What follows belongs to an exercise in optimizing a design on an open flow for small area; a production flow would make more cautious choices. Function was checked by simulation only, so behaviour that the tests miss may differ from the original. Power figures rest on the tool's default switching activity, not on a simulated workload.

<file path="flow/run.sh">
#!/bin/bash
# synth_recipe.tcl (not shown) runs the flow's synth.tcl, then flattens the netlist and writes it again
# the make line also repeats each setting of config.mk as NAME=value (left out here)
make -C /OpenROAD-flow-scripts/flow DESIGN_CONFIG=/design/flow/config.mk WORK_HOME=/design/flow/orfs CLKGATE_MAP_FILE= SYNTH_SCRIPT=/design/flow/synth_recipe.tcl finish
</file>
<file path="flow/config.mk">
export PLATFORM = sky130hd
export DESIGN_NAME = fbga_pl
export DESIGN_NICKNAME = fbga_pl
export VERILOG_FILES = /design/flow/design.v
export SDC_FILE = /design/flow/constraint.sdc
export NUM_CORES = 4
export LEC_CHECK = 0
export CAP_MARGIN = 20
export CORE_AREA = 2.3 2.72 221.26 220.32
export CTS_BUF_LIST = sky130_fd_sc_hd__clkbuf_8
export CTS_CLUSTER_DIAMETER = 80
export CTS_CLUSTER_SIZE = 15
export DIE_AREA = 0 0 223.465 223.465
export SLEW_MARGIN = 20
</file>
<file path="flow/constraint.sdc">
create_clock -name core_clock -period 10.0 [get_ports {clk}]
set_input_delay 2.0000 -clock core_clock [delete_from_list [all_inputs] [get_ports {clk}]]
set_output_delay 2.0000 -clock core_clock [all_outputs]
set_load 0.01 [all_outputs]
</file>
<file path="flow/design.v">
`timescale 1ns/1ps
module adc9826_cfg (
    input             clk,
    input             rst_n,
    output            cfg_done_o,
    input             cfg_start_in,
    input      [8:0]  cfg_data_in,
    input             cfg_wr_in,
    input      [2:0]  cfg_addr_in,
    input             cfg_rd_in,
    output reg [8:0]  cfg_rd_data_o,
    output reg        cfg_rd_valid_o,
    input             sdata_i,
    output            sdata_o,
    output            tri_en,
    output            sload_o
);
reg [8:0] ram [0:7];
always @(posedge clk) begin
    if (cfg_wr_in) ram[cfg_addr_in] <= cfg_data_in;
    cfg_rd_data_o  <= ram[cfg_addr_in];
    cfg_rd_valid_o <= cfg_rd_in;
end
reg  [3:0] cs;
reg        cfg_start;
wire       e_idle = ~cs[3];
wire       e_wr   = cs[3] & ~cs[2];
wire       e_rd   = cs[3] & cs[2];
wire [2:0] addr   = {cs[1] & cs[0], cs[1] & ~cs[0], cs[0]};
wire [8:0] entry  = cs[1] ? (cs[0] ? ram[5] : ram[2]) : (cs[0] ? ram[1] : ram[0]);
localparam S_IDLE  = 3'b000,    
           S_IDLEW = 3'b010,    
           S_IDLER = 3'b011,    
           S_WR    = 3'b100,
           S_RDC   = 3'b101,
           S_RDD   = 3'b110,
           S_END   = 3'b111;
reg  [2:0]  st;
reg  [3:0]  cnt;
reg  [1:0]  code;       
reg  [8:0]  sh;         
wire ready    = ~st[2];
wire done     = (st == S_IDLEW);
wire rd_valid = st[1] & st[0];
wire match    = (sh == entry);
wire step = e_idle ? (~cfg_start & cfg_start_in & ready) :
            e_wr   ? done : (rd_valid & match);
always @(posedge clk) begin
    cfg_start <= cfg_start_in;
    if (~rst_n) cs <= 4'd0;
    else if (step) cs <= e_idle ? 4'b1000 : cs + 1'b1;
end
assign cfg_done_o = &cs;
wire cnt_nz = |cnt;
wire cnt9   = (st == S_RDD) & cnt[3] & cnt[0];
wire cmd    = (st == S_WR || st == S_RDC);
wire cmd_sh = cmd & cnt_nz;
always @(posedge clk) begin
    if (~rst_n) begin
        st <= S_IDLE;
    end else begin
        case (st)
            S_WR:    if (cnt == 4'hf) st <= S_IDLEW;
            S_RDC:   if (cnt == 4'h7) st <= S_RDD;
            S_RDD:   if (cnt9) st <= S_END;
            S_END:   st <= S_IDLER;
            default: st <= e_wr ? S_WR : e_rd ? S_RDC : S_IDLE;
        endcase
    end
end
always @(posedge clk) begin
    if (ready | (st == S_RDC && cnt == 4'h7) | cnt9) cnt <= 4'd0;
    else cnt <= cnt + 1'b1;
end
always @(posedge clk) begin
    if (ready) begin
        code <= cs[1:0];
        sh   <= {entry[8] & e_wr, entry[7:0]};
    end else if ((st == S_WR & cnt[3]) | ((st == S_RDD) & ~cnt9)) begin
        sh   <= {sh[7:0], sdata_i};
    end
end
reg hdr;
always @* begin
    case (cnt[2:0])
        3'd1:    hdr = st[0];                  
        3'd2:    hdr = code[1] & code[0];
        3'd3:    hdr = code[1] & ~code[0];
        3'd4:    hdr = code[0];
        default: hdr = 1'b0;
    endcase
end
assign sdata_o = (cmd & ~cnt[3]) ? hdr : sh[8];
assign tri_en  = ~(cmd_sh | (st == S_IDLEW) | ((st == S_RDD) & ~cnt_nz));
assign sload_o = ~(cmd_sh | (st == S_IDLEW) | ((st == S_RDD) & ~cnt9));
endmodule
`timescale 1ns/1ps
module adc9826 (
    input             clk,
    input             rst_n,
    input      [7:0]  adc_data_in,       
    input      [7:0]  adc_data_fall_in,  
    output            adc_oeb,
    input             adc_start_in,
    output reg        adc_done_out,
    output     [12:0] ram_addr_o,
    output     [31:0] ram_data_o,        
    output            ram_wr_o
);
reg  [9:0]  cnt;
reg         tail;           
reg  [10:0] waddr;          
reg  [7:0]  r1, r2, r3;     
reg  [7:0]  f1, f2, f3, f4; 
wire idle = (cnt == 10'd0);
wire last = &cnt;
always @(posedge clk) begin
    if (~rst_n) cnt <= 10'd0;
    else if (idle) cnt <= adc_start_in ? 10'd506 : 10'd0;
    else cnt <= cnt + 1'b1;
    adc_done_out <= last;
    tail <= adc_done_out;
end
assign ram_wr_o = (cnt[9] & cnt[0] & (|cnt[8:1])) | tail;
always @(posedge clk) begin
    if (~rst_n) waddr <= 11'd0;
    else if (ram_wr_o) waddr <= waddr + 1'b1;
end
always @(posedge clk) begin
    r1 <= adc_data_in;
    if (~adc_done_out) r2 <= r1;
    r3 <= r2;
    f1 <= cnt[9] ? adc_data_fall_in : 8'h00;
    f2 <= f1;
    f3 <= f2;
    f4 <= f3;
end
assign adc_oeb    = 1'b0;
assign ram_addr_o = {waddr, 2'b00};
assign ram_data_o = {f4, r3, f3, r2};
endmodule
`timescale 1ns/1ps
module g11620 (
    input             clk,
    input             rst_n,
    output reg        reset_o,
    input             ad_sp,
    input             start_in,
    input             soft_reset_in,
    output reg        done_o,
    output            cfg_ram_rd_o,
    output [7:0]      cfg_ram_addr_o,
    input  [31:0]     cfg_ram_din
);
localparam IDLE  = 3'd0,
           GET_I = 3'd1,
           GET_C = 3'd2,
           INTEG = 3'd3,
           NOP   = 3'd4,
           DATA  = 3'd5,
           BLANK = 3'd6,
           DONE  = 3'd7;
reg [2:0]  state;
reg        start_r;
reg [31:0] integ;     
reg [31:0] frames;    
reg        borrow;    
reg        nz;        
reg [31:0] cnt;
wire s_idle  = (state == IDLE);
wire s_integ = (state == INTEG);
wire s_data  = (state == DATA);
wire s_blank = (state == BLANK);
wire s_done  = (state == DONE);
wire integ_end = (&cnt[31:1]) & ~cnt[0];
wire data_end  = cnt[9];
wire blank_end = cnt[4] & cnt[3];
wire done_end  = cnt[5] & cnt[0];
wire last_frame = ~nz;
wire fbit = frames[0] ^ borrow;
wire enter_integ = (state == GET_C) | (s_blank & blank_end & ~last_frame);
wire cnt_run = (s_integ & ~integ_end) | (s_data & ~data_end) |
               (s_blank & ~blank_end) | s_done;
always @(posedge clk) begin
    start_r <= start_in;
    if (enter_integ) cnt <= ~integ;
    else cnt <= cnt_run ? cnt + 1'b1 : 32'd1;
    if (state == GET_I) integ <= cfg_ram_din;
    if (state == GET_C) frames <= cfg_ram_din;
    else if (s_data) frames <= {fbit, frames[31:1]};
    borrow <= ~s_data | (borrow & ~frames[0] & ~cnt[5]);
    nz <= (s_data & fbit) | ((s_data | s_blank) & nz);
    done_o <= s_done;
end
always @(posedge clk) begin
    if (~rst_n) begin
        state <= IDLE;
        reset_o <= 1'b0;
    end else begin
        reset_o <= s_integ;
        case (state)
            IDLE:  if (start_in & ~start_r) state <= GET_I;
            GET_I: state <= GET_C;
            GET_C: state <= INTEG;
            INTEG: if (soft_reset_in) state <= IDLE;
                   else if (integ_end) state <= NOP;
            NOP:   if (ad_sp) state <= DATA;
                   else if (soft_reset_in) state <= IDLE;
            DATA:  if (soft_reset_in) state <= IDLE;
                   else if (data_end) state <= BLANK;
            BLANK: if (soft_reset_in) state <= IDLE;
                   else if (blank_end) state <= last_frame ? DONE : INTEG;
            DONE:  if (done_end) state <= IDLE;
        endcase
    end
end
assign cfg_ram_rd_o   = (state[2:1] == 2'b00);
assign cfg_ram_addr_o = {4'b0000, state[0], ~state[0], 2'b00};
endmodule
`timescale 1ns/1ps
module data_gen (
    input             clk,
    input             rst_n,
    input             data_gen_in,
    input      [7:0]  data_gen_num_in,
    output     [31:0] data_gen_o,
    output            data_gen_valid_o
);
reg        data_gen_r, data_gen_p;
reg [7:0]  num;
reg        run;
reg        valid;
reg [29:0] word;      
wire [7:0] steps = {~word[7], word[6], word[5:0]};
always @(posedge clk) begin
    data_gen_r <= data_gen_in;
    data_gen_p <= ~data_gen_r & data_gen_in;
    if (data_gen_p) num <= data_gen_num_in;
end
always @(posedge clk) begin
    if (~rst_n) begin
        run <= 1'b0;
        valid <= 1'b0;
    end else begin
        valid <= run;
        if (run) begin
            if (steps == num) run <= 1'b0;
        end else begin
            run <= data_gen_p;
        end
    end
    if (run) word <= word + 30'h01010101;
    else word <= 30'h00004080;    
end
assign data_gen_o       = {word, 2'b11};
assign data_gen_valid_o = valid;
endmodule
`timescale 1ns/1ps
module fbga_pl (
    input           clk,
    input           rst_n,
    input           g11620_start_in,
    input           g11620_soft_reset_in,
    input           ad_sp_in,
    output          g11620_reset_o,
    output          g11620_done_o,
    output          param_ram_rd_o,
    output [7:0]    param_ram_addr_o,
    input  [31:0]   param_ram_din,
    input           adc_start_in,
    input  [7:0]    adc_data_rise_in,
    input  [7:0]    adc_data_fall_in,
    output          adc_oeb_o,
    output          adc_done_o,
    input           data_source_in,
    input           pldata_gen_in,
    input  [7:0]    pldata_gen_num_in,
    output [12:0]   pldata_ram_addr_o,
    output [31:0]   pldata_ram_din_o,
    output          pldata_ram_wr_o,
    input           cfg_start_in,
    input  [8:0]    cfg_data_in,
    input           cfg_wr_in,
    input  [2:0]    cfg_addr_in,
    input           cfg_rd_in,
    output [8:0]    cfg_rd_data_o,
    output          cfg_rd_valid_o,
    output          cfg_done_o,
    input           sdata_i,
    output          sdata_o,
    output          tri_en_o,
    output          sload_o
);
wire [12:0]  ad9826_ram_addr;
wire [31:0]  ad9826_ram_dout;
wire         ad9826_ram_wr;
wire [31:0]  pldata_gen;
wire         pldata_gen_valid;
reg  [7:0]   pldata_gen_addr;    
g11620 g11620_inst (
    .clk            (clk),
    .rst_n          (rst_n),
    .reset_o        (g11620_reset_o),
    .ad_sp          (ad_sp_in),
    .start_in       (g11620_start_in),
    .soft_reset_in  (g11620_soft_reset_in),
    .done_o         (g11620_done_o),
    .cfg_ram_rd_o   (param_ram_rd_o),
    .cfg_ram_addr_o (param_ram_addr_o),
    .cfg_ram_din    (param_ram_din)
);
adc9826 adc9826_inst (
    .clk             (clk),
    .rst_n           (rst_n),
    .adc_data_in     (adc_data_rise_in),
    .adc_data_fall_in(adc_data_fall_in),
    .adc_oeb         (adc_oeb_o),
    .adc_start_in    (ad_sp_in | adc_start_in),
    .adc_done_out    (adc_done_o),
    .ram_addr_o      (ad9826_ram_addr),
    .ram_data_o      (ad9826_ram_dout),
    .ram_wr_o        (ad9826_ram_wr)
);
adc9826_cfg adc9826_cfg_inst (
    .clk           (clk),
    .rst_n         (rst_n),
    .cfg_done_o    (cfg_done_o),
    .cfg_start_in  (cfg_start_in),
    .cfg_data_in   (cfg_data_in),
    .cfg_wr_in     (cfg_wr_in),
    .cfg_addr_in   (cfg_addr_in),
    .cfg_rd_in     (cfg_rd_in),
    .cfg_rd_data_o (cfg_rd_data_o),
    .cfg_rd_valid_o(cfg_rd_valid_o),
    .sdata_i       (sdata_i),
    .sdata_o       (sdata_o),
    .tri_en        (tri_en_o),
    .sload_o       (sload_o)
);
data_gen pldata_gen_inst (
    .clk             (clk),
    .rst_n           (rst_n),
    .data_gen_in     (pldata_gen_in),
    .data_gen_num_in (pldata_gen_num_in),
    .data_gen_o      (pldata_gen),
    .data_gen_valid_o(pldata_gen_valid)
);
always @(posedge clk) begin
    if (~rst_n) pldata_gen_addr <= 8'h0;
    else if (pldata_gen_valid) pldata_gen_addr <= pldata_gen_addr + 1'b1;
end
assign pldata_ram_din_o  = data_source_in ? pldata_gen : ad9826_ram_dout;
assign pldata_ram_wr_o   = data_source_in ? pldata_gen_valid : ad9826_ram_wr;
assign pldata_ram_addr_o = data_source_in ? {3'h0, pldata_gen_addr, 2'b00} : ad9826_ram_addr;
endmodule
</file>
==> results.toml, run 1 <==
[outcome]
status = "no timing/DRC/antenna violations"

[placement]
port_buffers = 143
place_congestion = 0.771
dpl_worst_slack_ps = 4330
dp_hpwl_um = 20800

[yosys]
synthMuxAreaShare = 0.115
synth_area_leader_cell = "edfxtp_1"
synth_fa_ha_area_frac = 0.0121
yosysWarnings = 5
synth_edf_count = 163
synthFlopType = "dfxtp_1"
synthesis.area_um2 = 13500
synth_area_per_cell_um2 = 13.0
netlist.area_leader.share = 0.363
async_flop_share = 0
synth_area_leaders = "edfxtp_1 (36%), dfxtp_1 (26%), mux2_1 (5.5%)"
syn_inst = 1040
synth_simple_gate_area_frac = 0.110
ys_types = 63
synth_compound_area_frac = 0.0524
ys_seq_elements = 338
ys_seq_area_frac = 0.623
synth_xor_area_frac = 0.0611
synth_top_family_by_area = "multiplexers"

[cells_and_area]
nets = 1267
area_delta_synth_final_pct = 19.1
final_layout_size_suffix_gt1_frac = 0.0787
fillCellCount = 4719
multi_input_area_um2 = 4780
seqCellArea_um2 = 8400

[detailed_routing]
wl_um = 29500
dr.pass1.iters = 6
drc = 0
vias_per_cell = 4.59
drt_iter0_markers = 369
wl_per_cell_um = 16.3
via_count = 8308
antenna_left = 0

[setup_path]
cp_cell_sequence = "buf_2 > mux2_2 > clkdlybuf4s50_1"
slowest_stage = "buf_2"
critPathArrivalTime_ps = 3690
crit_path_start_kind = "input port"
r2r_setup_slack_ps = 7210
required_ps = 8000
endpoint_kind = "output pin"
path_delay_family = "buffers and inverters"
crit_type = "input port to output pin"
crit_fanout = 44
critPathBufInv = 2
crit_path_max_incr_delay_ps = 730

[power]
p_per_area_nw_per_um2 = 164
cellLeakagePower_uw = 0.00556
vdd_ir_drop_max_uv = 104

[floorplanning]
core_area_um2 = 47600
fp.dieH_um = 223
rows = 80
ios = 153
dieArea_um2 = 49900
initial_core_util = 0.283
die_x_um = 223

[sta]
slew_viol_final = 0
tns_ps = 0
setup_violations = 0
rsz0062_at_grt = "false"
skew_ps = 30.3
final.min_clock_period_ps = 5690
hold_viol = 0
worstMarginPinSlew_ps = 1100
fin_crit_sh = 0.569
max_freq_ghz = 0.176
timing.final.ws_setup_ps = 4310
max_slew_margin = 0.265

[worst_hold_path]
hold_path.class = "flip-flop to flip-flop"

[grt]
grt_pass1_wl_um = 46600
track_usage = 0.117
grt-ovfl-total = 0
antenna_found_initial = 3
grt_pass1_vias = 8271
grt_max_degree = 45

[cts]
root_buffer = "clkbuf_8"
ctsHtreeMaxLevel = 1
clockBufferDepth = 3
postCtsHoldBufs = 0
clock-sinks = 338
cts_buffers = 29
cts_tree = "built"
path_clk_slew_ps = 90
clkLatencyLatePin_ps = 620
cts_resized = 0
post_cts_buffers = 0

[job]
maxCapViolCount = 0
registers in the layout, indices dropped and copies added (netlist names), 9 cells and up:
signal,count
g11620_inst.cnt,32
adc9826_cfg_inst.cfg_rd_data_o,9
adc9826_inst.waddr,11
adc9826_inst.cnt,10
g11620_inst.frames,32
adc9826_cfg_inst.ram,72
g11620_inst.integ,32
pldata_gen_inst.word,30
adc9826_cfg_inst.sh,9
layout make-up:
type	instances	area share
Antenna cell	2	0.000312
Clock buffer	29	0.0249
Clock inverter	22	0.00795
Inverter	21	0.00491
Multi-Input combinational cell	632	0.298
Sequential cell	338	0.523
Tap cell	615	0.0479
Timing Repair Buffer	152	0.0931
worst paths after layout:
| check | cells past startpoint | to | start |
|---|---|---|---|
| worst max-delay path | 3 | pldata_ram_din_o[2] | data_source_in |
| worst min-delay path | 0 | adc9826_inst.f3[5] | adc9826_inst.f2[5] |
| worst max register to register | 6 | adc9826_cfg_inst.cs[3] | adc9826_cfg_inst.cs[0] |
| worst min register to register | 0 | adc9826_inst.f3[5] | adc9826_inst.f2[5] |
metal layers:
metal / vias up / track usage / wire, um
met5: - / 0 / 13
met3: 38 / 0.0291 / 1650
li1: 4034 / - / -
met4: 2 / 0.0252 / 539
met2: 171 / 0.189 / 13500
met1: 4063 / 0.159 / 13800
layout by cell type (no fill, tap or decap), types with 4 or more instances in the layout:
cell,n
inv_6,4
conb_1,9
nor2_1,73
o22ai_1,33
mux2i_1,5
o21ai_1,13
a31oi_1,6
mux4_2,25
buf_4,9
and4_1,9
or3_1,7
nand2b_1,8
mux2_2,13
nor3_1,7
mux2_1,66
ha_1,13
clkdlybuf4s50_1,142
nor2b_1,6
dfxtp_1,175
nand4_1,26
and3_1,18
and2_1,21
nor4_1,6
o21ai_0,12
xor2_1,62
xnor2_1,32
edfxtp_1,163
a21oi_1,19
clkbuf_8,29
nand3_1,31
nand2_1,71
inv_1,34
stage by stage:
stage	hold WS (ps)	util	instance area [um2]	power [uW]	cells
after global placement	317	0.326	15500	1910	1758
after detailed placement	313	0.326	15500	1910	1758
after CTS	330	0.337	16000	2670	1809
final	327	0.337	16000	2630	1811
after floorplan	310	-	13500	1790	1048
after global routing	333	0.337	16000	2760	1809
Yosys cell counts (all sizes together) (26+ instances only):
cell type,number
clkbuf,37
dfxtp,175
edfxtp,163
mux2,79
mux4,27
nand2,71
nand3,31
nand4,26
nor2,75
o21ai,27
o22ai,33
xnor2,32
xor2,62
power by group:
group / total [uW] / switching [uW] / internal (uW)
combinational: 273 / 140 / 133
clock: 753 / 470 / 282
sequential: 1600 / 58.1 / 1550
total: 2630 / 668 / 1960
cell families after synthesis:
kind of cell             count (synthesis)
buffers and inverters                   78
adder cells (fa/ha/maj)                 13
multiplexers                           111
XOR/XNOR                                94
AO/OA/AOI/OAI                          108
AND/OR/NAND/NOR                        297
flip-flops                             338
other                                    1
==> inputs of run 2 (changes only) <==
--- a/flow/config.mk
+++ b/flow/config.mk
@@ -10,4 +10,2 @@
 export CTS_BUF_LIST = sky130_fd_sc_hd__clkbuf_8
-export CTS_CLUSTER_DIAMETER = 80
-export CTS_CLUSTER_SIZE = 15
 export DIE_AREA = 0 0 223.465 223.465
==> run 2 against run 1 <==
Against the previous run:
- still clean
- critical path depth did not move
- flip-flop and latch count is the same
- sequential share of layout area down 2.2 points
- design area increased by 4.4%
- utilization rose by 1.5 points
- area after synthesis is the same
- non-clock buffer count stayed put
- critical path type unchanged
- critical endpoint unchanged
==> results.toml, run 2 <==
[sta]
fin_crit_sh = 0.569
tns_ps = 0
slew_viol_final = 0
max_freq_ghz = 0.176
final.min_clock_period_ps = 5690
skew_ps = 32.6
worstMarginPinSlew_ps = 1130
setup_violations = 0
max_slew_margin = 0.248
rsz0062_at_grt = "false"
hold_viol = 0

[cts]
ctsHtreeMaxLevel = 2
cts_resized = 0
post_cts_buffers = 0
clock-sinks = 338
clkLatencyLatePin_ps = 630
root_buffer = "clkbuf_8"
cts_buffers = 57
clockBufferDepth = 3
cts_tree = "built"
path_clk_slew_ps = 60
postCtsHoldBufs = 0

[detailed_routing]
dr.pass1.iters = 4
drt_iter0_markers = 353
vias_per_cell = 4.60
via_count = 8583
wl_per_cell_um = 16.3
antenna_left = 0
wl_um = 30400
drc = 0

[cells_and_area]
final_common_cell = "dfxtp_1"
largest_register_ffs = 72
final_cell_mix = "dfxtp_1 (175), edfxtp_1 (163), clkdlybuf4s50_1 (142), nor2_1 (73), nand2_1 (71)"
fillCellCount = 4675
final_layout_size_suffix_gt1_frac = 0.115
area_delta_synth_final_pct = 24.2
layout.cells.non_filler = 1866
regMostFlops = "adc9826_cfg_inst.ram"
nets = 1295

[setup_path]
critPathArrivalTime_ps = 3690
cp_cell_sequence = "buf_2 > mux2_2 > clkdlybuf4s50_1"
crit_path_max_incr_delay_ps = 730
required_ps = 8000
path_delay_family = "buffers and inverters"
crit_type = "input port to output pin"
slowest_stage = "buf_2"
critPathBufInv = 2
endpoint_kind = "output pin"
crit_path_start_kind = "input port"
crit_fanout = 44

[placement]
place_inst = 1758
dp_hpwl_um = 20800
port_buffers = 143
place_congestion = 0.771

[floorplanning]
fp.dieH_um = 223
rows = 80
ios = 153
die_x_um = 223
dieArea_um2 = 49900
initial_core_util = 0.283
core_area_um2 = 47600

[power]
p_per_area_nw_per_um2 = 190
cellLeakagePower_uw = 0.00593
vdd_ir_drop_max_uv = 99.8

[yosys]
async_flop_share = 0
netlist.area_leader.share = 0.363
yosysWarnings = 5
synthesis.area_um2 = 13500
ys_seq_elements = 338
synth_area_leaders = "edfxtp_1 (36%), dfxtp_1 (26%), mux2_1 (5.5%)"
synth_area_leader_cell = "edfxtp_1"
yosysMostFrequentCell = "dfxtp_1"
synth_edf_count = 163
syn_inst = 1040
ys_types = 63
ys_seq_area_frac = 0.623
synthFlopType = "dfxtp_1"
synth_common_cells = "dfxtp_1 (175), edfxtp_1 (163), nor2_1 (75), nand2_1 (71), mux2_1 (66)"
synth_area_per_cell_um2 = 13.0

[outcome]
status = "no timing/DRC/antenna violations"

[grt]
grt_most_used_layer = "met2"
antenna_found_initial = 2
grt-ovfl-total = 0
grt_pass1_vias = 8562
grt.met2_usage = 0.192
grt_use_met1 = 0.158
grt_pass1_wl_um = 47800
grt_max_degree = 45
grtUsageMet3 = 0.0346
track_usage = 0.122

[worst_hold_path]
hold_path.class = "flip-flop to flip-flop"

[job]
maxCapViolCount = 0
run 2: worst register-to-register path, delay by kind of cell (launching register included):
family	cells	cell delay [ps]
DFF	1	900
muxes	1	710
AOI/OAI and AO/OA	2	600
and+or+nand+nor	2	320
xor gates and xnor gates	1	160
run 2: final timing paths:
| path | end | startpoint | cells after the start | slack [ps] |
|---|---|---|---|---|
| setup / recovery | pldata_ram_din_o[2] | data_source_in | 3 | 4310 |
| setup reg to reg | adc9826_cfg_inst.cs[3] | adc9826_cfg_inst.cs[0] | 6 | 7190 |
| hold / removal | adc9826_inst.f2[0] | adc9826_inst.f1[0] | 0 | 320 |
| hold reg to reg | adc9826_inst.f2[0] | adc9826_inst.f1[0] | 0 | 320 |
run 2: cells by family (layout without fill, tap and decap cells):
| group | count (synthesis) | after routing | synth area share |
|---|---|---|---|
| mux | 111 | 111 | 0.115 |
| buf+inv | 78 | 279 | 0.0256 |
| compound gates | 108 | 108 | 0.0524 |
| flops | 338 | 338 | 0.623 |
| other cells | 1 | 11 | 0.000278 |
| xor+xnor | 94 | 94 | 0.0611 |
| simple gates | 297 | 297 | 0.110 |
| fa+ha+maj | 13 | 13 | 0.0121 |
run 2: cell type report:
| cell class | instances | area, um2 | share of cell area |
|---|---|---|---|
| Antenna cell | 2 | 5.00 | 0.000299 |
| Clock buffer | 66 | 908 | 0.0542 |
| Clock inverter | 40 | 318 | 0.0190 |
| Inverter | 21 | 78.8 | 0.00471 |
| Multi-Input combinational cell | 632 | 4780 | 0.285 |
| Sequential cell | 338 | 8400 | 0.501 |
| Tap cell | 615 | 769 | 0.0459 |
| Timing Repair Buffer | 152 | 1490 | 0.0892 |
run 2: stage by stage:
stage	util	area [um2]	hold slack [ps]	power (uW)	worst slack [ps]
after global routing	0.351	16700	325	3340	4240
after floorplan	-	13500	310	1790	4990
after global placement	0.326	15500	317	1910	4400
after CTS	0.351	16700	323	3250	4330
final	0.352	16700	321	3190	4310
after detailed placement	0.326	15500	313	1910	4330
run 2: metal layers:
metal  vias up  part of all wire
met1      4177              0.46
li1       4117                 -
met4         2             0.027
met2       207              0.45
met3        80             0.061
met5         -           0.00043
run 2: report_power, final:
part / internal (uW) / switching (uW) / total (uW) / leakage (uW)
sequential: 1550 / 58.1 / 1610 / 0.00295
clock: 736 / 572 / 1310 / 0.000700
combinational: 133 / 140 / 273 / 0.00228
total: 2420 / 770 / 3190 / 0.00593
==> inputs of run 3 (changes only) <==
--- a/flow/config.mk
+++ b/flow/config.mk
@@ -9,3 +9,2 @@
 export CORE_AREA = 2.3 2.72 221.26 220.32
-export CTS_BUF_LIST = sky130_fd_sc_hd__clkbuf_8
 export DIE_AREA = 0 0 223.465 223.465
==> run 3 against run 2 <==
Against the previous run:
- area after synthesis unchanged
- clock power rose by 8%
- worst hold slack improved by 6.0 ps
- non-clock buffer count is 1 higher
- design area up 0.48%
- routed wire length fell by 1.0%
- via count fell by 1.8%
- largest cell class unchanged
==> results.toml, run 3 <==
[outcome]
status = "no timing/DRC/antenna violations"

[power]
p_per_area_nw_per_um2 = 195
vdd_ir_drop_max_uv = 124
cellLeakagePower_uw = 0.00586

[yosys]
ys_seq_area_frac = 0.623
synth_area_per_cell_um2 = 13.0
ys_seq_elements = 338
synth_top_family_by_area = "multiplexers"
synthesis.area_um2 = 13500
yosysMostFrequentCell = "dfxtp_1"
synth_compound_area_frac = 0.0524
synth_edf_count = 163
yosysWarnings = 5
ys_types = 63
synth_area_leaders = "edfxtp_1 (36%), dfxtp_1 (26%), mux2_1 (5.5%)"
synth_common_cells = "dfxtp_1 (175), edfxtp_1 (163), nor2_1 (75), nand2_1 (71), mux2_1 (66)"
async_flop_share = 0
netlist.area_leader.share = 0.363
syn_inst = 1040
synth_xor_area_frac = 0.0611
synth_area_leader_cell = "edfxtp_1"
synth_simple_gate_area_frac = 0.110
synth_fa_ha_area_frac = 0.0121
synthFlopType = "dfxtp_1"
synthMuxAreaShare = 0.115

[setup_path]
crit_path_start_kind = "input port"
crit_fanout = 44
required_ps = 8000
r2r_setup_slack_ps = 7190
crit_type = "input port to output pin"
r2r-end = "adc9826_cfg_inst.cs[3]"
ff2ff_path_depth = 6
endpoint_kind = "output pin"
worstReg2RegStart = "adc9826_cfg_inst.cs[0]"
critPathArrivalTime_ps = 3690

[cts]
postCtsHoldBufs = 0
cts_resized = 0
post_cts_buffers = 0
ctsHtreeMaxLevel = 2
clockBufferDepth = 3
path_clk_slew_ps = 60
cts_buffers = 39
root_buffer = "clkbuf_16"
clock-sinks = 338
clkLatencyLatePin_ps = 560
cts_tree = "built"

[worst_hold_path]
hold_path_end = "adc9826_inst.f2[0]"
whs_path_depth = 0
hold_path_startpoint = "adc9826_inst.f1[0]"
hold_path.class = "flip-flop to flip-flop"

[cells_and_area]
nets = 1278
largest_register_ffs = 72
area_delta_synth_final_pct = 24.8
final_cell_mix = "dfxtp_1 (175), edfxtp_1 (163), clkdlybuf4s50_1 (142), nor2_1 (73), nand2_1 (71)"
fillCellCount = 4665
fin_area_um2 = 16800
final_common_cell = "dfxtp_1"
post-route-util = 0.353
regMostFlops = "adc9826_cfg_inst.ram"
final_layout_size_suffix_gt1_frac = 0.101

[sta]
worstMarginPinSlew_ps = 1020
final.min_clock_period_ps = 5690
max_freq_ghz = 0.176
hold_viol = 0
skew_ps = 27.5
rsz0062_at_grt = "false"
setup_violations = 0
fin_crit_sh = 0.569
tns_ps = 0
max_slew_margin = 0.318
slew_viol_final = 0

[floorplanning]
rows = 80
fp.dieH_um = 223
core_area_um2 = 47600
ios = 153
die_x_um = 223
initial_core_util = 0.283
dieArea_um2 = 49900

[grt]
track_usage = 0.121
antenna_found_initial = 2
grt_max_degree = 45
grt-ovfl-total = 0
grt_pass1_wl_um = 47500
grt_pass1_vias = 8424

[detailed_routing]
dr.pass1.iters = 4
wl_um = 30000
wl_per_cell_um = 16.4
vias_per_cell = 4.60
antenna_left = 0
drt_iter0_markers = 388
drc = 0
via_count = 8432

[placement]
port_buffers = 143
place_congestion = 0.771
dpl_cell_area_um2 = 15500
dp_hpwl_um = 20800

[job]
maxCapViolCount = 0
==> run 3: worst max-delay path by stage <==
stage                     slack, ps  cells after the start                    to      startpoint
after floorplan                4990                      3  pldata_ram_addr_o[2]  data_source_in
after global placement         4400                      3   pldata_ram_din_o[2]  data_source_in
after detailed placement       4330                      3   pldata_ram_din_o[2]  data_source_in
after CTS                      4330                      3   pldata_ram_din_o[3]  data_source_in
after global routing           4240                      3   pldata_ram_din_o[2]  data_source_in
final                          4310                      3   pldata_ram_din_o[2]  data_source_in
==> run 3: cells by family (layout without fill, tap and decap cells) <==
kind of cell | Yosys count | after routing
xor gates and xnor gates | 94 | 94
muxes | 111 | 111
DFF | 338 | 338
and+or+nand+nor | 297 | 297
AOI/OAI and AO/OA | 108 | 108
adders and majority gates | 13 | 13
other | 1 | 11
buffers and inverters | 78 | 246
==> run 3: final cells by class <==
type	instances	area, um2	area share
sequential	338	8400	0.499
multi-input combinational	632	4780	0.284
timing repair buffer	153	1510	0.0897
clock buffer	52	1090	0.0651
tap	615	769	0.0457
clock inverter	20	196	0.0117
inverter	21	78.8	0.00468
antenna	2	5.00	0.000297
==> run 3: layer usage <==
metal / track usage / wire length, um / vias to the layer above / part of all wire
met5: 0 / 11 / - / 0.00037
met4: 0.0387 / 670 / 2 / 0.022
met2: 0.191 / 13600 / 206 / 0.45
li1: - / - / 4069 / -
met1: 0.161 / 13900 / 4100 / 0.46
met3: 0.0313 / 1870 / 55 / 0.062
==> run 3: worst max-delay path, cell delays in order <==
cell and delay, ps:
buf_2 730, mux2_2 410, clkdlybuf4s50_1 490
==> run 3: report_power, final <==
group	switching, uW	internal (uW)
Clock	595	811
Combinational	141	135
Sequential	58.1	1550
==> run 3: stage by stage <==
| stage | setup WS, ps | instances | hold slack, ps | total power [uW] |
|---|---|---|---|---|
| 2_1_floorplan | 4990 | 1048 | 310 | 1790 |
| 3_3_place_gp | 4400 | 1758 | 317 | 1910 |
| 3_5_place_dp | 4330 | 1758 | 313 | 1910 |
| 4_1_cts | 4330 | 1830 | 327 | 3340 |
| 5_1_grt | 4240 | 1831 | 328 | 3430 |
| 6_report | 4310 | 1833 | 327 | 3290 |
==> inputs of run 4 (changes only) <==
--- a/flow/config.mk
+++ b/flow/config.mk
@@ -9,2 +9,4 @@
 export CORE_AREA = 2.3 2.72 221.26 220.32
+export CTS_CLUSTER_DIAMETER = 100
+export CTS_CLUSTER_SIZE = 25
 export DIE_AREA = 0 0 223.465 223.465
==> run 4 against run 3 <==
Against the previous run:
- largest cell class unchanged
- clock skew shrank 6.7 ps
- sequential share of layout area grew 2.4 points
- flip-flop and latch count is the same
- combinational power is essentially flat
- synthesized cell count is the same
- via count shrank 1.8%
- sequential power is essentially flat
- setup slack gained 5.0 ps
- utilization shrank 1.6 points
- design area shrank 4.5%
==> results.toml, run 4 <==
[setup_path]
worstReg2RegStart = "adc9826_cfg_inst.cs[0]"
required_ps = 8000
ff2ff_path_depth = 6
endpoint_kind = "output pin"
crit_path_start_kind = "input port"
slowest_stage = "buf_2"
cp_cell_sequence = "buf_2 > mux2_2 > clkdlybuf4s50_1"
crit_path_max_incr_delay_ps = 720
r2r_setup_slack_ps = 7190
r2r-end = "adc9826_cfg_inst.cs[3]"
critPathBufInv = 2
critPathArrivalTime_ps = 3680
path_delay_family = "buffers and inverters"
critPathLaunch = "data_source_in"
crit_fanout = 44
crit_type = "input port to output pin"

[detailed_routing]
wl_per_cell_um = 16.4
drc = 0
via_count = 8281
vias_per_cell = 4.62
drt_iter0_markers = 378
dr.pass1.iters = 7
antenna_left = 0
wl_um = 29500

[yosys]
yosysWarnings = 5
synthFlopType = "dfxtp_1"
netlist.area_leader.share = 0.363
synth_common_cells = "dfxtp_1 (175), edfxtp_1 (163), nor2_1 (75), nand2_1 (71), mux2_1 (66)"
async_flop_share = 0
yosysMostFrequentCell = "dfxtp_1"
synth_area_per_cell_um2 = 13.0
syn_inst = 1040
synthesis.area_um2 = 13500
synth_area_leader_cell = "edfxtp_1"
ys_types = 63
ys_seq_elements = 338
synth_edf_count = 163
synth_area_leaders = "edfxtp_1 (36%), dfxtp_1 (26%), mux2_1 (5.5%)"
ys_seq_area_frac = 0.623

[cts]
cts_buffers = 18
clockBufferDepth = 3
post_cts_buffers = 0
path_clk_slew_ps = 100
clkLatencyLatePin_ps = 550
clock-sinks = 338
cts_tree = "built"
ctsHtreeMaxLevel = 1
postCtsHoldBufs = 0
root_buffer = "clkbuf_16"
cts_resized = 0

[sta]
tns_ps = 0
skew_ps = 20.8
max_freq_ghz = 0.176
timing.final.ws_setup_ps = 4320
rsz0062_at_grt = "false"
holdWs_ps = 322
worstMarginPinSlew_ps = 1100
fin_crit_sh = 0.568
max_slew_margin = 0.266
setup_violations = 0
slew_viol_final = 0
final.min_clock_period_ps = 5680
hold_viol = 0

[placement]
dp_hpwl_um = 20800
dpl_worst_slack_ps = 4330
port_buffers = 143
place_congestion = 0.771

[cells_and_area]
regMostFlops = "adc9826_cfg_inst.ram"
area_delta_synth_final_pct = 19.2
multi_input_area_um2 = 4780
final_layout_size_suffix_gt1_frac = 0.0690
largest_register_ffs = 72
final_cell_mix = "dfxtp_1 (175), edfxtp_1 (163), clkdlybuf4s50_1 (142), nor2_1 (73), nand2_1 (71)"
final_common_cell = "dfxtp_1"
seqCellArea_um2 = 8400
nets = 1256
fillCellCount = 4717

[grt]
track_usage = 0.116
grt-ovfl-total = 0
grt_max_degree = 45
antenna_found_initial = 3
grt_pass1_wl_um = 46200
grt_pass1_vias = 8168

[floorplanning]
core_area_um2 = 47600
dieArea_um2 = 49900
die_x_um = 223
fp.dieH_um = 223
rows = 80
ios = 153
initial_core_util = 0.283

[worst_hold_path]
hold_path.class = "flip-flop to flip-flop"
hold_path_end = "adc9826_inst.f3[5]"
whs_path_depth = 0
hold_path_startpoint = "adc9826_inst.f2[5]"

[power]
p_per_area_nw_per_um2 = 168
cellLeakagePower_uw = 0.00550
vdd_ir_drop_max_uv = 121

[job]
maxCapViolCount = 0

[outcome]
status = "no timing/DRC/antenna violations"
==> run 4: changes by cell type in the layout (fill, tap and decap cells not counted), sizes merged <==
cell,change
buf,-1
clkinv,-10
bufinv,-1
inv,-1
clkbuf,-25
clkinvlp,-4
==> run 4: where the power goes <==
group | total [uW] | switching (uW) | internal (uW)
sequential | 1600 | 58.1 | 1550
clock | 815 | 462 | 353
combinational | 273 | 140 | 133
==> run 4: worst max path at each step <==
stage | end | slack [ps] | depth (start not counted)
2_1_floorplan | pldata_ram_addr_o[2] | 4990 | 3
6_report | pldata_ram_din_o[2] | 4320 | 3
3_3_place_gp | pldata_ram_din_o[2] | 4400 | 3
3_5_place_dp | pldata_ram_din_o[2] | 4330 | 3
5_1_grt | pldata_ram_din_o[2] | 4240 | 3
4_1_cts | pldata_ram_din_o[3] | 4330 | 3
==> run 4: cell families after synthesis <==
kind of cell	count (synthesis)	share of synthesized area
flip-flops	338	0.623
AND/OR/NAND/NOR	297	0.110
multiplexers	111	0.115
AO/OA/AOI/OAI	108	0.0524
XOR/XNOR	94	0.0611
buffers and inverters	78	0.0256
adder cells (fa/ha/maj)	13	0.0121
other	1	0.000278
==> run 4: cell type report <==
class	count	share of cell area
Inverter	21	0.00491
Antenna cell	2	0.000311
Clock buffer	27	0.0302
Multi-Input combinational cell	632	0.297
Tap cell	615	0.0479
Sequential cell	338	0.523
Timing Repair Buffer	152	0.0930
Clock inverter	4	0.00382
==> run 4: stage by stage <==
step,total power (uW),instances,area [um2],utilization
6_report,2690,1791,16100,0.337
5_1_grt,2810,1789,16100,0.337
4_1_cts,2730,1789,16100,0.337
3_5_place_dp,1910,1758,15500,0.326
3_3_place_gp,1910,1758,15500,0.326
2_1_floorplan,1790,1048,13500,-
==> run 4: routing by layer <==
| layer | vias to the layer above | share of wire | GRT usage | wire [um] |
|---|---|---|---|---|
| met3 | 34 | 0.052 | 0.0266 | 1530 |
| met1 | 4057 | 0.47 | 0.156 | 13800 |
| met2 | 179 | 0.46 | 0.190 | 13500 |
| li1 | 4009 | - | - | - |
| met4 | 2 | 0.020 | 0.0258 | 582 |
| met5 | - | 0.00044 | 0 | 13 |
==> inputs of run 5 (changes only) <==
--- a/flow/design.v
+++ b/flow/design.v
@@ -111,3 +111,3 @@
 reg         tail;           
-reg  [10:0] waddr;          
+reg  [2:0]  caps;           
 reg  [7:0]  r1, r2, r3;     
@@ -125,5 +125,6 @@
 always @(posedge clk) begin
-    if (~rst_n) waddr <= 11'd0;
-    else if (ram_wr_o) waddr <= waddr + 1'b1;
+    if (~rst_n) caps <= 3'd0;
+    else if (tail) caps <= caps + 1'b1;
 end
+wire [7:0] idx = tail ? 8'hff : cnt[8:1] - 1'b1;
 always @(posedge clk) begin
@@ -138,3 +139,3 @@
 assign adc_oeb    = 1'b0;
-assign ram_addr_o = {waddr, 2'b00};
+assign ram_addr_o = {caps, idx, 2'b00};
 assign ram_data_o = {f4, r3, f3, r2};
--- a/flow/config.mk
+++ b/flow/config.mk
@@ -9,4 +9,5 @@
 export CORE_AREA = 2.3 2.72 221.26 220.32
-export CTS_CLUSTER_DIAMETER = 100
-export CTS_CLUSTER_SIZE = 25
+export CTS_BUF_LIST = sky130_fd_sc_hd__clkbuf_8
+export CTS_CLUSTER_DIAMETER = 80
+export CTS_CLUSTER_SIZE = 15
 export DIE_AREA = 0 0 223.465 223.465
==> run 5 against run 4 <==
Against the previous run:
- design area down 0.72%
- first-iteration DRC count up 22%
- register-to-register slack better by 50 ps
- non-clock buffer count unchanged
- area after synthesis down 1.1%
- via count down 1.1%
- die area unchanged
- count of clock-buffer cells in the layout up 1
- fmax down 3.3%
- sequential share of layout area down 0.62 points
- final cell count up 0.73%
==> results.toml, run 5 <==
[setup_path]
crit_fanout = 47
crit_type = "input port to output pin"
worstReg2RegStart = "adc9826_cfg_inst.cs[0]"
critPathArrivalTime_ps = 3880
r2r-end = "adc9826_cfg_inst.cs[3]"
required_ps = 8000
r2r_setup_slack_ps = 7240
crit_path_start_kind = "input port"
ff2ff_path_depth = 6
endpoint_kind = "output pin"

[yosys]
synth_edf_count = 163
async_flop_share = 0
ys_seq_area_frac = 0.618
synth_area_leaders = "edfxtp_1 (37%), dfxtp_1 (25%), mux2_2 (5.9%)"
synth_area_leader_cell = "edfxtp_1"
ys_seq_elements = 330
netlist.area_leader.share = 0.367
yosysMostFrequentCell = "dfxtp_1"
synthFlopType = "dfxtp_1"
ys_types = 55
yosysWarnings = 5
syn_inst = 1032
synth_common_cells = "dfxtp_1 (167), edfxtp_1 (163), nand2_1 (78), mux2_2 (70), xnor2_1 (50)"
synth_area_per_cell_um2 = 12.9
synthesis.area_um2 = 13300

[cts]
root_buffer = "clkbuf_8"
ctsHtreeMaxLevel = 1
cts_resized = 0
clkLatencyLatePin_ps = 640
clock-sinks = 330
postCtsHoldBufs = 0
clockBufferDepth = 3
post_cts_buffers = 0
cts_buffers = 28
cts_tree = "built"
path_clk_slew_ps = 100

[grt]
grt-ovfl-total = 0
grt_most_used_layer = "met2"
grt_pass1_vias = 8142
grt_pass1_wl_um = 45300
grt.met2_usage = 0.181
antenna_found_initial = 3
grtUsageMet3 = 0.0308
grt_use_met1 = 0.155
track_usage = 0.114
grt_max_degree = 48

[sta]
hold_viol = 0
max_freq_ghz = 0.170
slew_viol_final = 0
final.min_clock_period_ps = 5880
skew_ps = 66.9
worstMarginPinSlew_ps = 1050
setup_violations = 0
rsz0062_at_grt = "false"
timing.final.ws_setup_ps = 4120
tns_ps = 0
fin_crit_sh = 0.588
max_slew_margin = 0.296

[placement]
place_congestion = 0.798
dp_hpwl_um = 19700
place_inst = 1753
dpl_worst_slack_ps = 4130
port_buffers = 143

[floorplanning]
rows = 80
fp.dieH_um = 223
die_x_um = 223
dieArea_um2 = 49900
ios = 153
core_area_um2 = 47600
initial_core_util = 0.280

[worst_hold_path]
whs_path_depth = 0
hold_path_end = "adc9826_inst.f3[7]"
hold_path.class = "flip-flop to flip-flop"
hold_path_startpoint = "adc9826_inst.f2[7]"

[power]
p_per_area_nw_per_um2 = 167
cellLeakagePower_uw = 0.00551
vdd_ir_drop_max_uv = 106
power_uw = 2670

[detailed_routing]
vias_per_cell = 4.54
drc = 0
dr.pass1.iters = 5
wl_um = 28600
via_count = 8187
wl_per_cell_um = 15.9
drt_iter0_markers = 462
antenna_left = 0

[cells_and_area]
fillCellCount = 4737
post-route-util = 0.335
regMostFlops = "adc9826_cfg_inst.ram"
final_layout_size_suffix_gt1_frac = 0.124
largest_register_ffs = 72
final_cell_mix = "dfxtp_1 (167), edfxtp_1 (163), clkdlybuf4s50_1 (142), nand2_1 (78), mux2_2 (70)"
final_common_cell = "dfxtp_1"
nets = 1265
area_delta_synth_final_pct = 19.6
layout.cells.non_filler = 1804

[outcome]
status = "no timing/DRC/antenna violations"

[job]
maxCapViolCount = 0
run 5: changes by cell type after synthesis, sizes merged, moves of 8 or more:
| cell | previous run | this run |
|---|---|---|
| nor2b | 6 | 19 |
| xor2 | 62 | 45 |
| xnor2 | 32 | 50 |
| and2 | 21 | 45 |
| dfxtp | 175 | 167 |
| nor2 | 75 | 47 |
| mux2 | 79 | 70 |
run 5: report_power, final:
group          switching, uW  total, uW  internal [uW]  leakage [uW]
sequential              57.6       1570           1510       0.00288
clock                    459        756            297      0.000323
combinational            176        346            170       0.00230
run 5: worst max path at each step:
stage | end | cells past startpoint | start | slack (ps)
after floorplan | pldata_ram_din_o[16] | 3 | data_source_in | 4950
after global placement | pldata_ram_addr_o[9] | 5 | data_source_in | 4210
after detailed placement | pldata_ram_addr_o[3] | 5 | data_source_in | 4130
after CTS | pldata_ram_addr_o[6] | 5 | data_source_in | 4140
after global routing | pldata_ram_addr_o[3] | 5 | data_source_in | 4030
final | pldata_ram_addr_o[6] | 5 | data_source_in | 4120
run 5: cells by family (layout without fill, tap and decap cells):
| logic type | after synthesis | in the layout | synth area share |
|---|---|---|---|
| adders and majority gates | 16 | 16 | 0.0150 |
| AOI/OAI and AO/OA | 113 | 113 | 0.0547 |
| buffers and inverters | 76 | 224 | 0.0248 |
| muxes | 101 | 101 | 0.109 |
| other | 1 | 10 | 0.000281 |
| DFF | 330 | 330 | 0.618 |
| xor gates and xnor gates | 95 | 95 | 0.0624 |
| and+or+nand+nor | 300 | 300 | 0.116 |
run 5: per-stage QoR:
step                instance area (um2)  hold WS [ps]
floorplan                         13400           310
global placement                  15400           310
detailed placement                15400           312
CTS                               15900           325
global route                      16000           334
finish                            16000           325
run 5: final cells by class:
type                       instances  area (um2)  share of cell area
sequential                       330        8240               0.516
multi-input combinational        634        4820               0.302
timing repair buffer             152        1500              0.0941
tap                              615         769              0.0482
clock buffer                      28         385              0.0242
clock inverter                    21         154             0.00965
inverter                          23        86.3             0.00541
antenna                            1        2.50            0.000157
run 5: layer usage:
metal  wire (um)  part of all wire  vias to the layer above
li1            -                 -                     3983
met2       12700              0.44                      208
met5          27           0.00094                        -
met3        1830             0.064                       41
met4         558             0.019                        4
met1       13500              0.47                     3951
run 5: worst max-delay path, stage by stage:
cell and delay (ps):
clkdlybuf4s50_1 450, buf_4 410, nor2_1 210, a21oi_1 230
clkdlybuf4s50_1 570
==> inputs of run 6 (changes only) <==
==> flow/flow/run.sh (new file) <==
#!/bin/bash
# Layout flow: the standard flow (standard.sh), with the standard
# synthesis unchanged, and these changes to the later steps:
#  - port buffers are sky130_fd_sc_hd__buf_1 instead of the flow's default
#  - clock tree synthesis without dummy loads
# Each step's full output goes to a log file of its own in this folder.
set -euo pipefail

bash standard.sh synth > synth.log 2>&1

export BUFFER_PORTS_ARGS="-buffer_cell sky130_fd_sc_hd__buf_1"
export CTS_ARGS="-sink_clustering_enable -repair_clock_nets -dont_use_dummy_load -buf_list sky130_fd_sc_hd__clkbuf_8 -sink_clustering_size 15 -sink_clustering_max_diameter 80"

bash standard.sh floorplan > floorplan.log 2>&1
bash standard.sh place > place.log 2>&1
bash standard.sh cts > cts.log 2>&1
bash standard.sh route > route.log 2>&1
bash standard.sh finish > finish.log 2>&1
==> flow/standard.sh (new file) <==
#!/bin/bash
# synth_recipe.tcl (not shown) runs the flow's synth.tcl, then flattens the netlist and writes it again
# the make line also repeats each setting of config.mk as NAME=value (left out here)
make -C /OpenROAD-flow-scripts/flow DESIGN_CONFIG=/design/flow/config.mk WORK_HOME=/design/flow/orfs CLKGATE_MAP_FILE= SYNTH_SCRIPT=/design/flow/synth_recipe.tcl "${@:-finish}"
removed: flow/run.sh
==> run 6 against run 5 <==
Against the previous run:
- largest power group unchanged
- global-route usage is 0.12 points lower
- count of clock-buffer cells in the layout did not move
- area after synthesis unchanged
- power is 5.0% lower
- critical endpoint is now pldata_ram_addr_o[3]
- clock skew increased by 46 ps
- clock power down 12%
- flip-flop and latch count is the same
- sequential power about the same
==> results.toml, run 6 <==
[sta]
tns_ps = 0
setup_violations = 0
slew_viol_final = 0
hold_viol = 0
final.min_clock_period_ps = 5410
fin_crit_sh = 0.541
max_freq_ghz = 0.185
max_slew_margin = 0.257
skew_ps = 112
rsz0062_at_grt = "false"
worstMarginPinSlew_ps = 1110

[detailed_routing]
drt_iter0_markers = 358
vias_per_cell = 4.58
via_count = 8159
wl_per_cell_um = 16.0
antenna_left = 0
wl_um = 28500
dr.pass1.iters = 5
drc = 0

[cts]
cts_buffers = 28
post_cts_buffers = 0
clockBufferDepth = 3
cts_resized = 0
ctsHtreeMaxLevel = 1
cts_tree = "built"
clkLatencyLatePin_ps = 640
clock-sinks = 330
root_buffer = "clkbuf_8"
path_clk_slew_ps = 90
postCtsHoldBufs = 0

[yosys]
syn_inst = 1032
synth_common_cells = "dfxtp_1 (167), edfxtp_1 (163), nand2_1 (78), mux2_2 (70), xnor2_1 (50)"
synthFlopType = "dfxtp_1"
synth_area_leaders = "edfxtp_1 (37%), dfxtp_1 (25%), mux2_2 (5.9%)"
synth_area_leader_cell = "edfxtp_1"
netlist.area_leader.share = 0.367
yosysMostFrequentCell = "dfxtp_1"
ys_seq_elements = 330
ys_types = 55
synthesis.area_um2 = 13300
synth_area_per_cell_um2 = 12.9
yosysWarnings = 5
synth_edf_count = 163
ys_seq_area_frac = 0.618
async_flop_share = 0

[power]
vdd_ir_drop_max_uv = 104
cellLeakagePower_uw = 0.00502
p_per_area_nw_per_um2 = 170
power_uw = 2530

[cells_and_area]
final_layout_size_suffix_gt1_frac = 0.122
insertedDiodeCount = 0
area_delta_synth_final_pct = 11.8
final_common_cell = "dfxtp_1"
nets = 1266
seqCellArea_um2 = 8240
regMostFlops = "adc9826_cfg_inst.ram"
largest_register_ffs = 72
final_cell_mix = "dfxtp_1 (167), edfxtp_1 (163), buf_1 (142), nand2_1 (77), mux2_2 (70)"
layout.cells.non_filler = 1783
fillCellCount = 4858
multi_input_area_um2 = 4820

[floorplanning]
fp.dieH_um = 223
ios = 153
initial_core_util = 0.280
die_x_um = 223
rows = 80
core_area_um2 = 47600
dieArea_um2 = 49900

[job]
maxCapViolCount = 0

[grt]
grt_pass1_wl_um = 45000
track_usage = 0.113
antenna_found_initial = 1
grt-ovfl-total = 0
grt_pass1_vias = 8130
grt_max_degree = 48

[placement]
place_congestion = 0.779
dp_hpwl_um = 19600
place_inst = 1755
port_buffers = 143

[setup_path]
crit_type = "input port to output pin"
crit_fanout = 47
endpoint_kind = "output pin"
crit_path_start_kind = "input port"
required_ps = 8000
critPathArrivalTime_ps = 3410

[worst_hold_path]
hold_path.class = "flip-flop to flip-flop"

[outcome]
status = "no timing/DRC/antenna violations"
==> run 6: cell counts after synthesis <==
No cell type changed its count.
==> run 6: path summary, 6_finish.rpt <==
path | startpoint | to | slack [ps] | depth (start not counted)
max | data_source_in | pldata_ram_addr_o[3] | 4590 | 4
min | adc9826_inst.f2[4] | adc9826_inst.f3[4] | 330 | 0
max reg2reg | adc9826_cfg_inst.cs[0] | adc9826_cfg_inst.cs[3] | 7210 | 6
min reg2reg | adc9826_inst.f2[4] | adc9826_inst.f3[4] | 330 | 0
==> run 6: routing by layer <==
| metal | global-route usage | vias to the layer above | part of all wire |
|---|---|---|---|
| met1 | 0.155 | 3965 | 0.48 |
| li1 | - | 3966 | - |
| met4 | 0.0245 | 2 | 0.018 |
| met5 | 0 | - | 0.00025 |
| met3 | 0.0292 | 38 | 0.057 |
| met2 | 0.178 | 188 | 0.45 |
==> run 6: power by group <==
part	internal [uW]	total (uW)	switching [uW]	leakage, uW
Clock	249	667	418	0.000201
Combinational	125	302	177	0.00193
Sequential	1510	1570	57.7	0.00288
==> run 6: final cells by class <==
| class | count | share of cell area |
|---|---|---|
| Timing Repair Buffer | 153 | 0.0411 |
| Tap cell | 615 | 0.0516 |
| Inverter | 23 | 0.00579 |
| Multi-Input combinational cell | 634 | 0.323 |
| Sequential cell | 330 | 0.552 |
| Clock buffer | 28 | 0.0258 |
==> run 6: critical path, stage by stage <==
cell,delay (ps)
clkbuf_2,680
nor2_1,290
a21oi_1,260
buf_1,170
==> run 6: cells by family after synthesis <==
| logic type | Yosys count | synth area share |
|---|---|---|
| other | 1 | 0.000281 |
| AND/OR/NAND/NOR | 300 | 0.116 |
| flip-flops | 330 | 0.618 |
| XOR/XNOR | 95 | 0.0624 |
| buffers and inverters | 76 | 0.0248 |
| AO/OA/AOI/OAI | 113 | 0.0547 |
| adder cells (fa/ha/maj) | 16 | 0.0150 |
| multiplexers | 101 | 0.109 |
==> run 6: per-stage QoR <==
step,cell area (um2),util,hold WS [ps],setup WS [ps]
finish,14900,0.313,327,4590
global route,14900,0.313,336,4400
CTS,14900,0.313,332,4570
detailed placement,14500,0.305,312,4590
global placement,14500,0.305,310,4760
floorplan,13400,-,310,4950
==> inputs of run 7 (changes only) <==
--- a/flow/design.v
+++ b/flow/design.v
@@ -111,3 +111,3 @@
 reg         tail;           
-reg  [2:0]  caps;           
+reg  [10:0] waddr;          
 reg  [7:0]  r1, r2, r3;     
@@ -125,6 +125,5 @@
 always @(posedge clk) begin
-    if (~rst_n) caps <= 3'd0;
-    else if (tail) caps <= caps + 1'b1;
+    if (~rst_n) waddr <= 11'd0;
+    else if (ram_wr_o) waddr <= waddr + 1'b1;
 end
-wire [7:0] idx = tail ? 8'hff : cnt[8:1] - 1'b1;
 always @(posedge clk) begin
@@ -139,3 +138,3 @@
 assign adc_oeb    = 1'b0;
-assign ram_addr_o = {caps, idx, 2'b00};
+assign ram_addr_o = {waddr, 2'b00};
 assign ram_data_o = {f4, r3, f3, r2};
==> run 7 against run 6 <==
Against the previous run:
- first-iteration DRC count up 34%
- critical path type unchanged
- sequential share of layout area up 0.68 points
- still clean on timing, DRC and antenna
- largest cell class unchanged
- combinational power down 21%
==> results.toml, run 7 <==
[outcome]
status = "no timing/DRC/antenna violations"

[yosys]
async_flop_share = 0
synth_area_per_cell_um2 = 13.0
yosysMostFrequentCell = "dfxtp_1"
synthesis.area_um2 = 13500
synth_area_leader_cell = "edfxtp_1"
ys_seq_area_frac = 0.623
synth_common_cells = "dfxtp_1 (175), edfxtp_1 (163), nor2_1 (75), nand2_1 (71), mux2_1 (66)"
syn_inst = 1040
netlist.area_leader.share = 0.363
yosysWarnings = 5
synth_edf_count = 163
ys_types = 63
synth_area_leaders = "edfxtp_1 (36%), dfxtp_1 (26%), mux2_1 (5.5%)"
synthFlopType = "dfxtp_1"
ys_seq_elements = 338

[power]
power.net_switching_uw = 615
p_per_area_nw_per_um2 = 167
cellLeakagePower_uw = 0.00506
p_sw_frac = 0.245
pwr-share-seq = 0.639
combPwrFrac = 0.095
power.clock.fraction = 0.266
p_int_uw = 1890
vdd_ir_drop_max_uv = 122

[cells_and_area]
post-route-util = 0.315
largest_register_ffs = 72
final_layout_size_suffix_gt1_frac = 0.0734
nets = 1266
final_common_cell = "dfxtp_1"
final_cell_mix = "dfxtp_1 (175), edfxtp_1 (163), buf_1 (142), nor2_1 (73), nand2_1 (71)"
regMostFlops = "adc9826_cfg_inst.ram"
area_delta_synth_final_pct = 11.4

[cts]
cts_tree = "built"
clkLatencyLatePin_ps = 610
postCtsHoldBufs = 0
clockBufferDepth = 3
cts_buffers = 28
root_buffer = "clkbuf_8"
ctsHtreeMaxLevel = 1
cts_resized = 0
path_clk_slew_ps = 90
post_cts_buffers = 0
clock-sinks = 338

[placement]
place_congestion = 0.781
port_buffers = 143
dp_hpwl_um = 20500

[floorplanning]
initial_core_util = 0.283
fp.dieH_um = 223
ios = 153
core_area_um2 = 47600
rows = 80
die_x_um = 223
dieArea_um2 = 49900

[detailed_routing]
drt-met1-wl_um = 13500
drt_iter0_markers = 481
wl_per_cell_um = 16.2
dr.pass1.iters = 4
drc = 0
wl_met2_um = 13300
antenna_left = 0
highest_layer = "met5"
met3_length_um = 1550
wl_um = 29000
via_count = 8283
vias_per_cell = 4.64

[setup_path]
critPathArrivalTime_ps = 3290
crit_fanout = 44
crit_type = "input port to output pin"
required_ps = 8000
crit_path_start_kind = "input port"
endpoint_kind = "output pin"

[sta]
rsz0062_at_grt = "false"
max_freq_ghz = 0.189
setup_violations = 0
fin_crit_sh = 0.529
slew_viol_final = 0
worstMarginPinSlew_ps = 1100
max_slew_margin = 0.267
skew_ps = 30.6
final.min_clock_period_ps = 5290
hold_viol = 0
tns_ps = 0

[worst_hold_path]
hold_path.class = "flip-flop to flip-flop"

[grt]
grt_max_degree = 45
grt-ovfl-total = 0
grt_pass1_wl_um = 45700
antenna_found_initial = 2
grt_pass1_vias = 8351
track_usage = 0.114

[job]
maxCapViolCount = 0
run 7: cell types whose count changed after synthesis, moves of 8 or more:
| cell | delta |
|---|---|
| dfxtp_1 | +8 |
| xor2_1 | +17 |
| xnor2_1 | -18 |
| o21ai_1 | +13 |
| nor2_1 | +28 |
| o21ai_0 | -18 |
| mux2_2 | -57 |
| and2_1 | -24 |
| nor2b_1 | -13 |
| mux2_1 | +66 |
run 7: cells by family (layout without fill, tap and decap cells):
| group | after synthesis | in the layout | synth area share |
|---|---|---|---|
| other cells | 1 | 10 | 0.000278 |
| flops | 338 | 338 | 0.623 |
| compound gates | 108 | 108 | 0.0524 |
| fa+ha+maj | 13 | 13 | 0.0121 |
| mux | 111 | 111 | 0.115 |
| simple gates | 297 | 297 | 0.110 |
| buf+inv | 78 | 201 | 0.0256 |
| xor+xnor | 94 | 94 | 0.0611 |
run 7: final timing paths:
| path | slack [ps] | start | end | cells after the start |
|---|---|---|---|---|
| min reg2reg | 330 | adc9826_inst.f2[2] | adc9826_inst.f3[2] | 0 |
| max reg2reg | 7220 | adc9826_cfg_inst.cs[0] | adc9826_cfg_inst.cs[0] | 6 |
| max | 4710 | data_source_in | pldata_ram_addr_o[9] | 3 |
| min | 330 | adc9826_inst.f2[2] | adc9826_inst.f3[2] | 0 |
run 7: critical path: stages:
cell    delay [ps]
buf_2          710
mux2_1         410
buf_1          140
run 7: metal layers:
| metal | vias to the layer above | global-route usage |
|---|---|---|
| met5 | - | 0 |
| met4 | 2 | 0.0260 |
| met3 | 45 | 0.0284 |
| met2 | 158 | 0.189 |
| met1 | 4071 | 0.150 |
| li1 | 4007 | - |
run 7: cell type report:
class	instances	area, um2
diodes	1	2.50
clock buffers	28	385
fillers	4782	32600
inverters	21	78.8
multi-input cells	632	4780
flip-flops and latches	338	8400
well taps	615	769
repair buffers	152	606
run 7: power by group through the flow:
stage          clock [uW]  combinational, uW  sequential, uW
2_1_floorplan           0                177            1620
3_3_place_gp            0                236            1630
3_5_place_dp            0                242            1640
4_1_cts               708                243            1600
5_1_grt               750                270            1620
6_report              667                238            1600
run 7: per-stage QoR:
stage	hold slack, ps	instance area, um2	setup slack [ps]	total power, uW	std cells
4_1_cts	337	15000	4630	2560	1786
3_3_place_gp	318	14600	4710	1870	1758
3_5_place_dp	314	14600	4630	1880	1758
6_report	329	15000	4710	2510	1787
2_1_floorplan	310	13500	4990	1790	1048
5_1_grt	348	15000	4590	2640	1786
==> inputs of run 8 (changes only) <==
--- a/flow/flow/run.sh
+++ b/flow/flow/run.sh
@@ -5,2 +5,4 @@
 #  - clock tree synthesis without dummy loads
+#  - power recovery (downsizing of gates off the critical paths) after
+#    global routing
 # Each step's full output goes to a log file of its own in this folder.
@@ -12,2 +14,3 @@
 export CTS_ARGS="-sink_clustering_enable -repair_clock_nets -dont_use_dummy_load -buf_list sky130_fd_sc_hd__clkbuf_8 -sink_clustering_size 15 -sink_clustering_max_diameter 80"
+export RECOVER_POWER=100
 
==> run 8 against run 7 <==
Against the previous run:
- the layout now fails its checks (capacitance limit, slew limit)
- register-to-register slack worse by 2100 ps
- sequential power about the same
- sequential share of layout area up 0.28 points
- final cell count unchanged
- power about the same
- setup slack worse by 930 ps
- clock power about the same
- clock skew up 1.8 ps
- via count about the same
- flip-flop and latch count unchanged
- fmax down 15%
- design area down 0.50%
- critical endpoint is now pldata_ram_din_o[2]
- highest routed layer unchanged
==> results.toml, run 8 <==
[yosys]
synth_area_leaders = "edfxtp_1 (36%), dfxtp_1 (26%), mux2_1 (5.5%)"
ys_seq_elements = 338
synth_area_leader_cell = "edfxtp_1"
synth_common_cells = "dfxtp_1 (175), edfxtp_1 (163), nor2_1 (75), nand2_1 (71), mux2_1 (66)"
ys_types = 63
async_flop_share = 0
synthesis.area_um2 = 13500
synth_area_per_cell_um2 = 13.0
synthFlopType = "dfxtp_1"
synth_edf_count = 163
yosysMostFrequentCell = "dfxtp_1"
netlist.area_leader.share = 0.363
syn_inst = 1040
yosysWarnings = 5
ys_seq_area_frac = 0.623

[grt]
antenna_found_initial = 2
grt_pass1_vias = 8351
grt-ovfl-total = 0
grt_max_degree = 45
track_usage = 0.114
grt_pass1_wl_um = 45700

[power]
vdd_ir_drop_max_uv = 122
p_per_area_nw_per_um2 = 168
cellLeakagePower_uw = 0.00502

[cells_and_area]
fillCellCount = 4799
final_cell_mix = "dfxtp_1 (175), edfxtp_1 (163), buf_1 (129), nor2_1 (75), nand2_1 (71)"
final_layout_size_suffix_gt1_frac = 0.0581
multi_input_area_um2 = 4730
largest_register_ffs = 72
nets = 1266
post-route-util = 0.314
final_common_cell = "dfxtp_1"
seqCellArea_um2 = 8400
regMostFlops = "adc9826_cfg_inst.ram"
layout.cells.non_filler = 1787
area_delta_synth_final_pct = 10.8

[sta]
fin_crit_sh = 0.622
max_freq_ghz = 0.161
worstMarginPinSlew_ps = 2920
setup_violations = 0
rsz0062_at_grt = "false"
holdWs_ps = 331
hold_viol = 0
max_slew_margin = -0.953
slew_viol_final = 142
skew_ps = 32.4
tns_ps = 0
final.min_clock_period_ps = 6220

[outcome]
status = "finished with violations"
so_faults = "capacitance limit, slew limit"

[setup_path]
required_ps = 8000
crit_path_start_kind = "input port"
crit_type = "input port to output pin"
crit_fanout = 44
critPathArrivalTime_ps = 4220
r2r_setup_slack_ps = 5110
endpoint_kind = "output pin"

[cts]
postCtsHoldBufs = 0
cts_resized = 0
ctsHtreeMaxLevel = 1
post_cts_buffers = 0
path_clk_slew_ps = 90
clockBufferDepth = 3
clock-sinks = 338
clkLatencyLatePin_ps = 610
root_buffer = "clkbuf_8"
cts_buffers = 28
cts_tree = "built"

[worst_hold_path]
hold_path.class = "flip-flop to flip-flop"

[floorplanning]
initial_core_util = 0.283
dieArea_um2 = 49900
core_area_um2 = 47600
ios = 153
rows = 80
fp.dieH_um = 223
die_x_um = 223

[detailed_routing]
wl_per_cell_um = 16.2
wl_um = 28900
vias_per_cell = 4.64
dr.pass1.iters = 4
antenna_left = 0
drt_iter0_markers = 491
via_count = 8285
drc = 0

[placement]
place_inst = 1758
place_congestion = 0.781
port_buffers = 143
dp_hpwl_um = 20500

[job]
maxCapViolCount = 4
## run 8: layout make-up
class,count,area share
Sequential cell,338,0.562
Timing Repair Buffer,152,0.0384
Antenna cell,1,0.000167
Inverter,21,0.00528
Tap cell,615,0.0515
Multi-Input combinational cell,632,0.317
Clock buffer,28,0.0258
## run 8: stage by stage
stage	total power, uW	setup slack, ps	cell area (um2)
floorplan	1790	4990	13500
global placement	1870	4710	14600
detailed placement	1880	4630	14600
CTS	2560	4630	15000
global route	2630	3490	14900
finish	2510	3780	14900
## run 8: path summary, 6_finish.rpt
check / end / cells after the start / from
worst max-delay path: pldata_ram_din_o[2] / 3 / data_source_in
worst max register to register: g11620_inst.frames[21] / 4 / g11620_inst.state[1]
worst min-delay path: adc9826_inst.f3[2] / 0 / adc9826_inst.f2[2]
worst min register to register: adc9826_inst.f3[2] / 0 / adc9826_inst.f2[2]
## run 8: metal layers
layer  vias up  global-route usage  share of wire
met4         2              0.0260          0.022
li1       4002                   -              -
met2       171               0.189           0.46
met5         -                   0        0.00045
met3        45              0.0284          0.055
met1      4065               0.150           0.46
## run 8: worst max-delay path, stage by stage
cell,delay [ps]
clkbuf_1,1590
mux2_2,460
buf_1,140
## run 8: kinds of logic after synthesis
group                      Yosys count  synth area share
AOI/OAI and AO/OA                  108            0.0524
and+or+nand+nor                    297             0.110
xor gates and xnor gates            94            0.0611
muxes                              111             0.115
other                                1          0.000278
adders and majority gates           13            0.0121
DFF                                338             0.623
buffers and inverters               78            0.0256
## run 8: report_power, final
| part | internal (uW) | switching (uW) |
|---|---|---|
| logic | 95.8 | 138 |
| clock network | 249 | 419 |
| registers | 1550 | 57.1 |
| total | 1890 | 614 |

[what the ideal ports hide]
The flow's constraints put no driver on any port. The routed layouts listed below were extracted and timed again, unchanged, in two steps. Step 1 (the two cells are an assumption about what drives the block):
set clk [get_ports {clk}]
set_driving_cell -lib_cell sky130_fd_sc_hd__clkbuf_16 $clk
set_driving_cell -lib_cell sky130_fd_sc_hd__buf_2 [delete_from_list [all_inputs] $clk]
Step 2 times the ports against the registers' clock, not the clock port: input delays grow and output delays shrink by t, the midpoint of the rising clock arrivals with the driver on. a / b / c = ideal ports / drivers / drivers and shift; a / b = the first two.
| run | shift t [ns] | setup slack, ns | worst setup path after step 2 | clock arrival spread, ns | pins driven straight from the clock port |
|---|---|---|---|---|---|
| run 1 | 0.651 | 4.314 / 4.288 / 4.288 | input to output | 0.032 / 0.032 | 1 |
| run 2 | 0.663 | 4.315 / 4.289 / 4.289 | input to output | 0.037 / 0.037 | 1 |
| run 3 | 0.595 | 4.311 / 4.285 / 4.285 | input to output | 0.029 / 0.030 | 1 |
| run 4 | 0.585 | 4.316 / 4.290 / 4.290 | input to output | 0.025 / 0.024 | 1 |
| run 5 | 0.649 | 4.125 / 4.094 / 4.094 | input to output | 0.080 / 0.081 | 1 |
| run 6 | 0.627 | 4.589 / 4.568 / 4.568 | input to output | 0.138 / 0.138 | 1 |
| run 7 | 0.633 | 4.709 / 4.682 / 4.682 | input to output | 0.053 / 0.053 | 1 |
| run 8 | 0.636 | 3.784 / 3.741 / 3.741 | input to output | 0.046 / 0.046 | 1 |
For run 8, which loses most, drivers alone change the setup slack by -0.043 ns; drivers and shift together by -0.043 ns.
